This is an optimization exercise on Yosys and OpenROAD, whose aim is small area, a short achievable clock period and few clock cycles per item, not a production implementation.
RTL that was checked went through simulation tests only; none was proved equivalent to the original.

## phase_ctrl
module phase_ctrl(
                  input             clk,
                  input             resetn,
                  input             i2c_wr,
                  input  [15:0]     i2c_wdata,
                  input  [3:0]      i2c_addr,
                  input             fifo_empty,
                  input  [17:0]     fifo_rdata,
                  output            fifo_rden,
                  output     [17:0] fifo_wdata,
                  output            fifo_wren,
                  input             fifo_almost_full
                 );
localparam NX = 69;
wire [23:0] enc_a, enc_b;
genvar k;
generate
    for (k = 0; k < 8; k = k + 1) begin : benc
        wire hi  = i2c_wdata[2*k+1];
        wire mid = i2c_wdata[2*k];
        wire lo  = (k == 0) ? 1'b0 : i2c_wdata[(k == 0) ? 0 : 2*k-1];
        wire one = mid ^ lo;
        wire two = (hi & ~mid & ~lo) | (~hi & mid & lo);
        assign enc_a[3*k+2:3*k] = {hi, two, one};
        assign enc_b[3*k+2:3*k] = {~hi, two, one};
    end
endgenerate
reg [23:0] ae;   
reg [23:0] be;   
always @(posedge clk or negedge resetn) begin
    if (!resetn) begin
        ae <= 24'h001000;
        be <= 24'h925924;
    end else if (i2c_wr) begin
        if (i2c_addr == 4'd0) ae <= enc_a;
        if (i2c_addr == 4'd1) be <= enc_b;
    end
end
reg [8:0] sr;
reg [2:0] credit;        
  ...
Size: about 1400 cells after synthesis, roughly 0.018 mm2 of cells after synthesis.
==> module phase_ctrl, before the edit <==
module phase_ctrl(
                  input             clk,
                  input             resetn,
                  input             i2c_wr,
                  input  [15:0]     i2c_wdata,
                  input  [3:0]      i2c_addr,
                  input             fifo_empty,
                  input  [17:0]     fifo_rdata,
                  output            fifo_rden,
                  output     [17:0] fifo_wdata,
                  output            fifo_wren,
                  input             fifo_almost_full
                 );
localparam NX = 69;
wire [23:0] enc_a, enc_b;
genvar k;
generate
    for (k = 0; k < 8; k = k + 1) begin : benc
        wire hi  = i2c_wdata[2*k+1];
        wire mid = i2c_wdata[2*k];
        wire lo  = (k == 0) ? 1'b0 : i2c_wdata[(k == 0) ? 0 : 2*k-1];
        wire one = mid ^ lo;
        wire two = (hi & ~mid & ~lo) | (~hi & mid & lo);
        assign enc_a[3*k+2:3*k] = {hi, two, one};
        assign enc_b[3*k+2:3*k] = {~hi, two, one};
    end
endgenerate
reg [23:0] ae;   
reg [23:0] be;   
always @(posedge clk or negedge resetn) begin
    if (!resetn) begin
        ae <= 24'h001000;
        be <= 24'h925924;
    end else if (i2c_wr) begin
        if (i2c_addr == 4'd0) ae <= enc_a;
        if (i2c_addr == 4'd1) be <= enc_b;
    end
end
reg [8:0] sr;
reg [2:0] credit;        
reg       hv;            
reg       adv;           
reg       rd_okn;        
reg       rd_gon;        
wire mid = |sr[4:0];
wire ov = |sr[8:3];      
wire can_wr = |credit;
wire idle = ~|sr;
assign fifo_rden = ~(rd_gon & (rd_okn | fifo_empty));    
assign fifo_wren = ov & can_wr;
wire       ov_n = adv ? |sr[7:2] : ov;
wire [2:0] credit_n = (fifo_almost_full ? (idle ? 3'd0 : credit) : 3'd6) - {2'b00, fifo_wren};
wire       adv_n = ~ov_n | (|credit_n);
wire       mid_n = adv ? (|sr[3:0]) | (~mid & ~fifo_empty) : mid;
always @(posedge clk or negedge resetn) begin
    if (!resetn) begin
        sr <= 9'd0;
        hv <= 1'b0;
    end else if (adv) begin
        sr <= {sr[7:0], ~mid & ~fifo_empty};
        if (sr[6]) hv <= 1'b1;
    end
end
always @(posedge clk or negedge resetn) begin
    if (!resetn) begin
        credit <= 3'd0;
        adv <= 1'b1;
        rd_okn <= 1'b0;
        rd_gon <= 1'b1;
    end else begin
        credit <= credit_n;
        adv <= adv_n;
        rd_okn <= ~adv_n;
        rd_gon <= ~(adv_n & mid_n);
    end
end
reg  [15:0]   W;
reg  [15:0]   H0, H1, H2, H3, H4;
reg  [NX-1:0] X;
reg  [15:0]   Y, D;
wire [NX-1:0] x_n;
wire [15:0]   y_n;
wire        rot = sr[1] | sr[2] | sr[3] | sr[5] | sr[6];
wire [15:0] P = H0 & {16{hv}};
mac_s1 s1(.ae(ae), .be(be), .W(W), .P(P), .x(x_n));
mac_s2 s2(.x(X), .y(y_n));
always @(posedge clk) begin
    if (adv) begin
        W <= fifo_rdata[15:0];
        X <= x_n;
        Y <= y_n;
        D <= Y;
        if (rot) begin
            H0 <= H1;
            H1 <= H2;
            H2 <= H3;
            H3 <= H4;
            H4 <= W;
        end
    end
end
assign fifo_wdata = sr[3] ? {2'b01, fifo_rdata[15:0]} :
                    (sr[4] | sr[5] | sr[6]) ? {2'b00, D} :
                    {sr[8], 1'b0, Y};
endmodule
Settings: LEC_CHECK=0, ABC_CLOCK_PERIOD_IN_PS=3600, CAP_MARGIN=20, CORE_MARGIN=2, CORE_UTILIZATION=40, CTS_CLUSTER_DIAMETER=100, CTS_CLUSTER_SIZE=25, SETUP_SLACK_MARGIN=4.3, SLEW_MARGIN=20; clock period 8.0 ns.
standard.sh (not shown) runs the stock make flow with config.mk's settings and CLKGATE_MAP_FILE= SYNTH_SCRIPT=/design/flow/synth_recipe.tcl, a recipe that flattens the netlist after the stock synthesis.
==> flow/flow/run.sh <==
#!/bin/bash
# Own flow: the standard flow (standard.sh) with two extra netlist steps
# between Yosys and the rest of the layout.  Only combinational cells change;
# the registers are Yosys's own, with their names and cell types.
#  1. fa_polarity.py removes inverters around the full-adder cells: a full
#     adder fed complemented inputs computes complemented outputs.
#  2. remap.py + ABC (area.abc) re-map the plain logic for area, keeping the
#     flip-flops, full/half adders and tie cells as they are.
# The ports are buffered with the smallest buffer cell (buffer_ports
# -buffer_cell) instead of the delay cell buffer_ports picks by itself.
# Each step is proved equivalent to its input netlist (check_eq.ys); a step
# whose proof fails is dropped.
set -euo pipefail
W=$PWD
RES=$W/orfs/results/sky130hd/phase_ctrl/base
YOSYS=$FLOW_HOME/../tools/install/yosys/bin/yosys
LIB=$FLOW_HOME/platforms/sky130hd/lib/sky130_fd_sc_hd__tt_025C_1v80.lib

check() {  # check GOLD GATE LOG
    sed -e "s#LIBFILE#$LIB#" -e "s#GOLDFILE#$1#" -e "s#GATEFILE#$2#" flow/check_eq.ys > $3.ys
    "$YOSYS" -q $3.ys > $3.log 2>&1
}

bash standard.sh $RES/1_2_yosys.v > synth.log 2>&1
cp $RES/1_2_yosys.v $W/netlist_yosys.v
CUR=$W/netlist_yosys.v

if python3 flow/fa_polarity.py $CUR $W/netlist_fapol.v > fa_polarity.log 2>&1 &&
   check $CUR $W/netlist_fapol.v check_fapol; then
    CUR=$W/netlist_fapol.v
    echo "fa_polarity: used" >> fa_polarity.log
else
    echo "fa_polarity: dropped" >> fa_polarity.log
fi

if python3 flow/remap.py $LIB $CUR $W/netlist_remap.v $W/flow/area.abc > remap_run.ys 2> remap_py.log &&
   "$YOSYS" -q remap_run.ys > remap.log 2>&1 &&
   check $CUR $W/netlist_remap.v check_remap; then
    CUR=$W/netlist_remap.v
    echo "remap: used" >> remap.log
else
    echo "remap: dropped" >> remap.log
fi

cp $CUR $RES/1_2_yosys.v
bash standard.sh finish BUFFER_PORTS_ARGS="-buffer_cell sky130_fd_sc_hd__buf_1" > layout.log 2>&1
Other scripts of this flow, unchanged in this note and not shown: flow/flow/area.abc, flow/flow/check_eq.ys, flow/flow/fa_polarity.py, flow/flow/remap.py
Change:
--- a/flow/design.v
+++ b/flow/design.v
@@ -741,18 +741,14 @@
 reg [2:0] credit;        
 reg       hv;            
 reg       adv;           
-reg       rd_okn;        
-reg       rd_gon;        
 wire mid = |sr[4:0];
 wire ov = |sr[8:3];      
 wire can_wr = |credit;
 wire idle = ~|sr;
-assign fifo_rden = ~(rd_gon & (rd_okn | fifo_empty));    
+assign fifo_rden = (adv & mid) | (adv & ~fifo_empty);
 assign fifo_wren = ov & can_wr;
 wire       ov_n = adv ? |sr[7:2] : ov;
 wire [2:0] credit_n = (fifo_almost_full ? (idle ? 3'd0 : credit) : 3'd6) - {2'b00, fifo_wren};
-wire       adv_n = ~ov_n | (|credit_n);
-wire       mid_n = adv ? (|sr[3:0]) | (~mid & ~fifo_empty) : mid;
 always @(posedge clk or negedge resetn) begin
     if (!resetn) begin
         sr <= 9'd0;
@@ -766,13 +762,9 @@
     if (!resetn) begin
         credit <= 3'd0;
         adv <= 1'b1;
-        rd_okn <= 1'b0;
-        rd_gon <= 1'b1;
     end else begin
         credit <= credit_n;
-        adv <= adv_n;
-        rd_okn <= ~adv_n;
-        rd_gon <= ~(adv_n & mid_n);
+        adv <= ~ov_n | (|credit_n);
     end
 end
 reg  [15:0]   W;
Outcome: The new run completed without violations; area after synthesis stays flat; design area decreases by 0.48%; via count stays flat; routed wire length decreases by 0.97%; synthesized cell count decreases by 0.43%; setup slack gets better by 160 ps; flip-flop and latch count decreases by 2.
Testbench counts after the change, summed over its fixed seeds: cycles 2,336, frames 384.
Only the layout flow was run in the first run of this note; the RTL was not checked for function there.

==> static timing again, ports no longer ideal <==
The flow's constraints put no driver on any port. The routed layouts listed below were extracted and timed again, unchanged, in two steps.
Step 1 (the two cells are an assumption about what drives the block):
set clk [get_ports {clk}]
set_driving_cell -lib_cell sky130_fd_sc_hd__clkbuf_16 $clk
set_driving_cell -lib_cell sky130_fd_sc_hd__buf_2 [delete_from_list [all_inputs] $clk]
Step 2 times the ports against the registers' clock, not the clock port: input delays grow and output delays shrink by t, the midpoint of the rising clock arrivals with the driver on.
Three values: ideal, step 1, step 2; two values: the first two.
| run | t, ns | slack for setup (ns) | worst data-port slew with drivers (ns) |
|---|---|---|---|
| the first run | 0.585 | 4.210 / 4.210 / 4.210 | 0.03 |
| the second run | 0.561 | 4.372 / 4.344 / 4.344 | 0.03 |
After both steps every run listed still meets setup and hold. The setup slack of the second run, which loses most, moves by -0.028 ns with the drivers and by -0.028 ns with both steps.
